This is an optimization exercise on Yosys and OpenROAD, whose aim is small area, a short achievable clock period and few clock cycles, not a production implementation. At most, simulation tests tie the RTL to the original design; equivalence was not proved.

## v56
// exponent
module exponent (clock, reset_n, enable, x, a, p, ready);
    input logic clock, reset_n, enable;
    input logic [31:0] x, a;
    output logic [31:0] p;
    output logic ready;
    logic [31:0] b;       
    logic [30:0] e;       
    logic busy;
    wire [31:0] s = busy ? b : x;
    wire [31:0] sq;       
    wire [31:0] pr;       
    wire sq_1;
    wire sq_2;
    wire sq_3;
    wire sq_4;
    wire sq_5;
    wire sq_6;
    wire sq_7;
    wire sq_8;
    wire sq_9;
    wire sq_10;
    wire sq_11;
    wire sq_12;
    wire sq_13;
    wire sq_14;
    wire sq_15;
    wire sq_16;
    wire sq_17;
    wire sq_18;
    wire sq_19;
    wire sq_20;
    wire sq_21;
    wire sq_22;
    wire sq_23;
    wire sq_24;
    wire sq_25;
    wire sq_26;
    wire sq_27;
    wire sq_28;
    wire sq_29;
    wire sq_30;
    wire sq_31;
    wire sq_32;
    wire sq_33;
    wire sq_34;
    wire sq_35;
    wire sq_36;
    wire sq_37;
    wire sq_38;
    wire sq_39;
    wire sq_40;
    wire sq_41;
    wire sq_42;
    wire sq_43;
    wire sq_44;
    wire sq_45;
    wire sq_46;
    wire sq_47;
    wire sq_48;
    wire sq_49;
    wire sq_50;
    wire sq_51;
    wire sq_52;
    wire sq_53;
    wire sq_54;
    wire sq_55;
    wire sq_56;
    wire sq_57;
    wire sq_58;
    wire sq_59;
    wire sq_60;
    wire sq_61;
    wire sq_62;
    wire sq_63;
    wire sq_64;
    wire sq_65;
    wire sq_66;
    wire sq_67;
    wire sq_68;
    wire sq_69;
    wire sq_70;
    wire sq_71;
    wire sq_72;
    wire sq_73;
    wire sq_74;
    wire sq_75;
    wire sq_76;
    wire sq_77;
    wire sq_78;
    wire sq_79;
    wire sq_80;
    wire sq_81;
    wire sq_82;
    wire sq_83;
    wire sq_84;
    wire sq_85;
    wire sq_86;
    wire sq_87;
    wire sq_88;
    wire sq_89;
    wire sq_90;
    wire sq_91;
    wire sq_92;
    wire sq_93;
    wire sq_94;
    wire sq_95;
    wire sq_96;
    wire sq_97;
    wire sq_98;
    wire sq_99;
    wire sq_100;
    wire sq_101;
    wire sq_102;
    wire sq_103;
    wire sq_104;
    wire sq_105;
    wire sq_106;
    wire sq_107;
    wire sq_108;
    wire sq_109;
    wire sq_110;
    wire sq_111;
    wire sq_112;
    wire sq_113;
    wire sq_114;
    wire sq_115;
    wire sq_116;
    wire sq_117;
    wire sq_118;
    wire sq_119;
    wire sq_120;
    wire sq_121;
  ...
Size in the first run: about 2500 cells after synthesis, ~96 flip-flops, ~0.023 sq mm of cells after synthesis.
clock: 10.0 ns
lec_check: 0
cap_margin: 20
core_margin: 2
core_utilization: 40
place_density: 0.6
setup_slack_margin: 4.5
slew_margin: 20
run.sh (not shown) runs the stock make flow with config.mk's settings and CLKGATE_MAP_FILE= SYNTH_SCRIPT=/design/flow/synth_recipe.tcl, a recipe that flattens the netlist after the stock synthesis.
Testbench counts of v56, summed over its fixed seeds: cycles 3,115.
Changes in v14 relative to v56:
- swapping 4.5 for 3.5 in SETUP_SLACK_MARGIN
- putting ABC_CLOCK_PERIOD_IN_PS at 5000 where nothing was set
==> run notes <==
Against v56 as the reference, v14 delivers a lower post-route minimum period.
NOTE: via count in v14 falls short of that of v56
In v14, the global-route usage came out 1.9 points below the value in v56.
v56 has a higher met2 layer wire length in the routed design than v14.
Looking at overall routed net length across both flows, v14 is the stronger of the two, with v56 trailing.
[v14] utilization fell 4.2 points relative to v56
Relative to v56, the fraction of final layout cells sized beyond drive strength 1 of v14 is lower by 9.9 points.
The inputs of v27 differ from those of v14 as listed below.
- ABC_CLOCK_PERIOD_IN_PS: 5000 -> unset
- SETUP_SLACK_MARGIN: 3.5 -> unset
Findings:
The topmost layer with routed signal wires comes out met5 in one run and met4 in the other, namely in v14 and v27 respectively. Critical path launch point = x[6]: v14; critical path launch point = x[0]: v27. [compare] base=v14 new=v27: delay contributed by the slowest stage of the critical path increased by 30 ps relative to the old numbers; fmax lower; via count of the first global-routing pass went down by 845.
Changes in v16 relative to v27:
- SETUP_SLACK_MARGIN newly set to 5
Results
- The area of all sequential standard cells in v16 sits 0.39% above the value recorded for v27.
- Per the comparison of v16 with v27, first-iteration DRC count rose by about 3%; buffer depth of the longest clock path stayed essentially flat.
- Highest attainable clock frequency for v16: 14% up relative to v27
- In v16 the first-pass GRT wire length turned out 5500 um higher than in v27.
- Area used by multi-input combinational logic (v16 vs. v27) increases by a few percent
- Area growth from synthesis to final layout: v16 vs v27 up 13 points
- Mean number of vias per cell essentially unchanged between v27 and v16.
- Against v27 as the reference, v16 delivers a higher worst slack on hold paths.
Input changes introduced in v54 (baseline for comparison: v16):
- changing SETUP_SLACK_MARGIN from 5 to 3.5
Findings:
v54 has total routing usage reported by global routing below what v16 had.
Detailed-routed wire length on met3: v54 higher than v16
v54 has post-route standard cell area excluding fillers below what v16 had.

---

Another version of the RTL of exponent (not shown whole).
Size in the first run: about 2100 cells after synthesis, ~94 flip-flops, roughly 100 I/O pins, about 0.021 sq mm of cells after synthesis.
==> flow/config.mk <==
export PLATFORM = sky130hd
export DESIGN_NAME = exponent
export DESIGN_NICKNAME = exponent
export VERILOG_FILES = /design/flow/design.v
export SDC_FILE = /design/flow/constraint.sdc
export NUM_CORES = 4
export LEC_CHECK = 0
export CAP_MARGIN = 20
export CORE_MARGIN = 2
export CORE_UTILIZATION = 50
export PLACE_DENSITY = 0.65
export SETUP_SLACK_MARGIN = 3.5
export SLEW_MARGIN = 20
export SYNTH_HIERARCHICAL = 1
==> flow/constraint.sdc <==
create_clock -name core_clock -period 10.0 [get_ports {clock}]
set_input_delay 2.0000 -clock core_clock [delete_from_list [all_inputs] [get_ports {clock}]]
set_output_delay 2.0000 -clock core_clock [all_outputs]
set_load 0.01 [all_outputs]
Testbench counts at the start, summed over its fixed seeds: cycles 2,126.
Then changed:
CORE_UTILIZATION = 40   (was 50)
PLACE_DENSITY = 0.6   (was 0.65)
=>
- via count went down by 1.6%
- clock skew stays flat
- non-clock buffer count went up by 7
- maximum frequency went up by 0.41%
- cell area went up by 1.5%
- synthesized cell count does not change
- routed wire length went up by 0.55%
- worst setup slack gains 27 ps
Then changed:
==> flow/flow/run.sh (new file) <==
#!/bin/bash
# The standard layout (standard.sh, unchanged synthesis), except that
# buffer_ports is told to use buf_2 for the port buffers instead of the
# delay-type buffer it picks on its own. Each step's output goes to its log.
set -euo pipefail
bash standard.sh synth > synth.log 2>&1
BUFFER_PORTS_ARGS="-buffer_cell sky130_fd_sc_hd__buf_2" bash standard.sh finish > finish.log 2>&1
==> flow/standard.sh (new file) <==
#!/bin/bash
# synth_recipe.tcl (not shown) runs the flow's synth.tcl, then flattens the netlist and writes it again
# the make line also repeats each setting of config.mk as NAME=value (left out here)
make -C /OpenROAD-flow-scripts/flow DESIGN_CONFIG=/design/flow/config.mk WORK_HOME=/design/flow/orfs CLKGATE_MAP_FILE= SYNTH_SCRIPT=/design/flow/synth_recipe.tcl "${@:-finish}"
removed: flow/run.sh
Result: The new run finished with timing, DRC and antenna clean. Cell area came out lower by 5.4%. Wire length goes down by about 5%. Via count decreases by 2.7%. Clock-buffer cell count came out higher by 1. Non-clock buffer count decreases by 47. Cell count goes down by 1.7%. Utilization came out lower by 2.6 points.
Then changed:
==> flow/run.sh (new file) <==
#!/bin/bash
# synth_recipe.tcl (not shown) runs the flow's synth.tcl, then flattens the netlist and writes it again
# the make line also repeats each setting of config.mk as NAME=value (left out here)
make -C /OpenROAD-flow-scripts/flow DESIGN_CONFIG=/design/flow/config.mk WORK_HOME=/design/flow/orfs CLKGATE_MAP_FILE= SYNTH_SCRIPT=/design/flow/synth_recipe.tcl finish
TNS_END_PERCENT = 100   (was default)
removed: flow/flow/run.sh
removed: flow/standard.sh
Global-route usage increases by 1.1 points.
Count of clock-buffer cells in the layout decreases by 1.

---

== run A ==
Starting RTL as in the previous note.
Settings: LEC_CHECK=0, CAP_MARGIN=20, CORE_MARGIN=2, CORE_UTILIZATION=40, PLACE_DENSITY=0.6, SETUP_SLACK_MARGIN=3.75, SLEW_MARGIN=20, SYNTH_HIERARCHICAL=1; clock period 10.0 ns.
standard.sh (not shown) runs the stock make flow with config.mk's settings and CLKGATE_MAP_FILE= SYNTH_SCRIPT=/design/flow/synth_recipe.tcl, a recipe that flattens the netlist after the stock synthesis.
==> flow/flow/run.sh <==
#!/bin/bash
# The standard layout (standard.sh, unchanged synthesis), except that
# buffer_ports is told to use buf_2 for the port buffers instead of the
# delay-type buffer it picks on its own. Each step's output goes to its log.
set -euo pipefail
bash standard.sh synth > synth.log 2>&1
BUFFER_PORTS_ARGS="-buffer_cell sky130_fd_sc_hd__buf_2" bash standard.sh finish > finish.log 2>&1
Testbench counts of run A, summed over its fixed seeds: cycles 2,126.
> inputs changed (run A -> run B)
# run A
export LEC_CHECK = 0
export CAP_MARGIN = 20
export CORE_MARGIN = 2
export CORE_UTILIZATION = 40
export PLACE_DENSITY = 0.6
export SETUP_SLACK_MARGIN = 3.75
export SLEW_MARGIN = 20
export SYNTH_HIERARCHICAL = 1
create_clock -name core_clock -period 10.0 [get_ports {clock}]
# run B
export LEC_CHECK = 0
export CAP_MARGIN = 20
export CORE_MARGIN = 2
export CORE_UTILIZATION = 40
export PLACE_DENSITY = 0.6
export SETUP_SLACK_MARGIN = 3.0
export SLEW_MARGIN = 20
export SYNTH_HIERARCHICAL = 1
create_clock -name core_clock -period 10.0 [get_ports {clock}]
==> flow/run.sh (new file) <==
#!/bin/bash
# synth_recipe.tcl (not shown) runs the flow's synth.tcl, then flattens the netlist and writes it again
# the make line also repeats each setting of config.mk as NAME=value (left out here)
make -C /OpenROAD-flow-scripts/flow DESIGN_CONFIG=/design/flow/config.mk WORK_HOME=/design/flow/orfs CLKGATE_MAP_FILE= SYNTH_SCRIPT=/design/flow/synth_recipe.tcl finish
removed: flow/flow/run.sh
removed: flow/standard.sh
[summary]
- Summary of run B over run A: layout clock buffer count saw a decrease.
- For run A, the source of the critical timing path was x[0], unlike run B, where it was x[7].
- On cell area, run A loses to run B.
- Against run A, met2 wire length in run B fell by a few percent.
- On critical path's largest stage delay, run A and run B are neck and neck.
[inputs] run C vs run B
# run B
export LEC_CHECK = 0
export CAP_MARGIN = 20
export CORE_MARGIN = 2
export CORE_UTILIZATION = 40
export PLACE_DENSITY = 0.6
export SETUP_SLACK_MARGIN = 3.0
export SLEW_MARGIN = 20
export SYNTH_HIERARCHICAL = 1
create_clock -name core_clock -period 10.0 [get_ports {clock}]
# run C
export LEC_CHECK = 0
export ABC_AREA = 1
export CAP_MARGIN = 20
export CORE_MARGIN = 2
export CORE_UTILIZATION = 40
export PLACE_DENSITY = 0.6
export SETUP_SLACK_MARGIN = 3.5
export SLEW_MARGIN = 20
export SYNTH_HIERARCHICAL = 1
create_clock -name core_clock -period 10.0 [get_ports {clock}]
==> comparison <==
[compare] base=run B new=run C: number of fill cells in the layout rose 666; post-synthesis to final-layout area growth rose 4.4 points.
Fraction of area in registers: run C < run B
Relative to run B, global routing usage summed across all routing layers has increased by 1.5 points in run C.
Run B -> run C: global-route wire length before repair increased by more than 10%
On initial core utilization, run C and run B are neck and neck.
Diff run B -> run C: detailed-placement wirelength estimate higher.

---

== north ==
exponent again, from the RTL that the note above started with.
export LEC_CHECK = 0
export CAP_MARGIN = 20
export CORE_MARGIN = 2
export CORE_UTILIZATION = 40
export PLACE_DENSITY = 0.6
export SETUP_SLACK_MARGIN = 3.5
export SLEW_MARGIN = 20
export SYNTH_HIERARCHICAL = 1
create_clock -name core_clock -period 10.0 [get_ports {clock}]
==> flow/flow/run.sh <==
#!/bin/bash
# The standard layout (standard.sh, unchanged synthesis), except that
# buffer_ports is told to use buf_1 for the port buffers instead of the
# delay-type buffer it picks on its own. Each step's output goes to its log.
set -euo pipefail
bash standard.sh synth > synth.log 2>&1
BUFFER_PORTS_ARGS="-buffer_cell sky130_fd_sc_hd__buf_1" bash standard.sh finish > finish.log 2>&1
north completed end to end with timing, DRC and antenna clean.
Testbench counts of north, summed over its fixed seeds: cycles 2,126.
--- input diff north..south ---
# north
export LEC_CHECK = 0
export CAP_MARGIN = 20
export CORE_MARGIN = 2
export CORE_UTILIZATION = 40
export PLACE_DENSITY = 0.6
export SETUP_SLACK_MARGIN = 3.5
export SLEW_MARGIN = 20
export SYNTH_HIERARCHICAL = 1
create_clock -name core_clock -period 10.0 [get_ports {clock}]
# south
export LEC_CHECK = 0
export CAP_MARGIN = 20
export CORE_MARGIN = 2
export CORE_UTILIZATION = 40
export PLACE_DENSITY = 0.6
export SETUP_SLACK_MARGIN = 3.75
export SLEW_MARGIN = 20
export SYNTH_HIERARCHICAL = 1
create_clock -name core_clock -period 10.0 [get_ports {clock}]
==> flow/run.sh (new file) <==
#!/bin/bash
# synth_recipe.tcl (not shown) runs the flow's synth.tcl, then flattens the netlist and writes it again
# the make line also repeats each setting of config.mk as NAME=value (left out here)
make -C /OpenROAD-flow-scripts/flow DESIGN_CONFIG=/design/flow/config.mk WORK_HOME=/design/flow/orfs CLKGATE_MAP_FILE= SYNTH_SCRIPT=/design/flow/synth_recipe.tcl finish
removed: flow/flow/run.sh
removed: flow/standard.sh
Notes after the runs:
south was carried through to the last stage, and its layout satisfied the timing, design-rule and antenna checks. From north to south the numbers moved as follows: arrival time at the worst endpoint -110 ps.
--- input diff south..east ---
# south
export LEC_CHECK = 0
export CAP_MARGIN = 20
export CORE_MARGIN = 2
export CORE_UTILIZATION = 40
export PLACE_DENSITY = 0.6
export SETUP_SLACK_MARGIN = 3.75
export SLEW_MARGIN = 20
export SYNTH_HIERARCHICAL = 1
create_clock -name core_clock -period 10.0 [get_ports {clock}]
# east
export LEC_CHECK = 0
export CAP_MARGIN = 20
export CORE_MARGIN = 2
export CORE_UTILIZATION = 40
export PLACE_DENSITY = 0.6
export SETUP_SLACK_MARGIN = 3.25
export SLEW_MARGIN = 20
export SYNTH_HIERARCHICAL = 1
create_clock -name core_clock -period 10.0 [get_ports {clock}]
==> flow/flow/run.sh (new file) <==
#!/bin/bash
# The standard layout (standard.sh, unchanged synthesis), except that
# buffer_ports is told to use buf_2 for the port buffers instead of the
# delay-type buffer it picks on its own. Each step's output goes to its log.
set -euo pipefail
bash standard.sh synth > synth.log 2>&1
BUFFER_PORTS_ARGS="-buffer_cell sky130_fd_sc_hd__buf_2" bash standard.sh finish > finish.log 2>&1
==> flow/standard.sh (new file) <==
#!/bin/bash
# synth_recipe.tcl (not shown) runs the flow's synth.tcl, then flattens the netlist and writes it again
# the make line also repeats each setting of config.mk as NAME=value (left out here)
make -C /OpenROAD-flow-scripts/flow DESIGN_CONFIG=/design/flow/config.mk WORK_HOME=/design/flow/orfs CLKGATE_MAP_FILE= SYNTH_SCRIPT=/design/flow/synth_recipe.tcl "${@:-finish}"
removed: flow/run.sh
### Flow results
- In the flow results for south and east, the critical path depth is larger on east.
- east has final critical-path required period above what south had.

---

## v47
exponent, a different RTL version from the one above (not shown whole).
For scale: ~2100 cells after synthesis, ~100 I/O pins, about 0.022 mm² of cells after synthesis.
export LEC_CHECK = 0
export CAP_MARGIN = 20
export CORE_MARGIN = 2
export CORE_UTILIZATION = 40
export PLACE_DENSITY = 0.6
export SETUP_SLACK_MARGIN = 4.0
export SLEW_MARGIN = 20
export SYNTH_HIERARCHICAL = 1
create_clock -name core_clock -period 10.0 [get_ports {clock}]
run.sh (not shown) runs the stock make flow with config.mk's settings and CLKGATE_MAP_FILE= SYNTH_SCRIPT=/design/flow/synth_recipe.tcl, a recipe that flattens the netlist after the stock synthesis.
Stock flow here: none of the scripts above is used.
--- input diff v47..v44 ---
- SETUP_SLACK_MARGIN now 3.5, was 4.0
- CORE_UTILIZATION now 60, was 40
- PLACE_DENSITY now 0.75, was 0.6
[summary]
- Via count, v44 vs v47: up by a few percent
- | count of inserted antenna diode cells | higher: v47 |
- Compared with v47, v44 shows a routed wire length that is about 4% lower.
- v44: maximum number of pins on one net before global-route repair is 6.2% lower than what v47 reported.
- Lower flip-flop and latch share of the layout cell area was reported by v47, not v44.
- Standard cell core area (v44 / v47): 0.66
- From v47 to v44 the numbers moved as follows: pre-CTS worst setup slack now larger; minimum hold slack shows a reduction of 0.0085 ns.
- Maximum frequency in v44 is about 1.4% below v47.
The inputs of v33 differ from those of v44 as listed below.
- CORE_UTILIZATION: 60 -> 40
- PLACE_DENSITY: 0.75 -> 0.6
Compared to v44, the router laid down more metal wire for v33. Cmp v44 and v33 / sum of net half-perimeters after detailed placement / lower: v44. | sequential share of layout area | v33 vs v44 | ≈ equal |. v33 can be clocked slower than v44. Re number of filler cells placed in the layout: v44 and v33 aren't equal, and the higher value belongs to v33. v33 vs. v44: transition time at the pin with the least slew margin decreased by 0.021 ns relative to the old numbers, routing usage on met2 went down 17 points, met1 track demand over resource in global routing saw a decrease.
Modified inputs, v39 compared to v33
- a change of SETUP_SLACK_MARGIN from 3.5 to 2.5
## What came out
Slack of the critical path in v39 vs v33: down 0.78 ns
Taking v33 as the reference, in v39 ratio of final minimum period to clock period rose by 7.8 points, vertical extent of the die stayed essentially flat, maximum frequency fell by 16 MHz, post-layout instance area fell by 6.3%.
For the global-route usage, v39 came in 1.4 points lower than v33 did.
Compared v39 against v33; flip-flop and latch count within noise.
| hold slack | v39 vs v33 | ≈ equal |
Of the two candidates, v33 has the better worst setup timing slack at the placement stage and v39 the worse one.
No run of this note included a check of the RTL's function; only the layout flow was run.

-- separate check: timing with driven ports --
Ports are ideal in the flow. The routed layouts listed here were re-timed in OpenROAD. Step 1, drivers: a clkbuf_16 drives clock and a buf_2 each remaining input, both assumed. Step 2 moves the port delays by t, midway between the first and last clock arrival at a register: inputs arrive t later, outputs are due t later. That takes back most of the time a late clock gives input paths. a / b / c = ideal ports / drivers / drivers and shift; a / b = the first two.
run | shift t [ns] | setup WS [ns] | worst setup path after step 2 | cell pins on the clock port's net
v56 | 0.425 | 3.463 / 3.462 / 3.037 | input to register | 1
v14 | 0.420 | 3.480 / 3.489 / 3.069 | input to register | 1
v27 | 0.425 | 2.525 / 2.549 / 2.124 | input to register | 1
v16 | 0.414 | 3.433 / 3.442 / 3.028 | input to register | 1
v54 | 0.420 | 3.480 / 3.489 / 3.069 | input to register | 1
the first run of note 2 | 0.408 | 3.478 / 3.475 / 3.067 | input to register | 1
the second run of note 2 | 0.405 | 3.505 / 3.483 / 3.078 | input to register | 1
the third run of note 2 | 0.400 | 3.448 / 3.468 / 3.068 | input to register | 1
the fourth run of note 2 | 0.405 | 3.505 / 3.483 / 3.078 | input to register | 1
run A | 0.393 | 3.494 / 3.495 / 3.102 | input to register | 1
run B | 0.399 | 2.942 / 2.938 / 2.539 | input to register | 1
run C | 0.408 | 3.592 / 3.553 / 3.144 | input to register | 1
north | 0.399 | 3.410 / 3.427 / 3.029 | input to register | 1
south | 0.406 | 3.539 / 3.518 / 3.112 | input to register | 1
east | 0.396 | 3.366 / 3.355 / 2.958 | input to register | 1
v47 | 0.434 | 3.549 / 3.575 / 3.140 | input to register | 1
v44 | 0.412 | 3.457 / 3.415 / 3.003 | input to register | 1
v33 | 0.405 | 3.435 / 3.443 / 3.038 | input to register | 1
v39 | 0.405 | 2.654 / 2.677 / 2.272 | input to register | 1
After both steps setup and hold are still met in every run listed. For v44, which loses most, drivers alone change the setup slack by -0.042 ns; drivers and shift together by -0.454 ns.
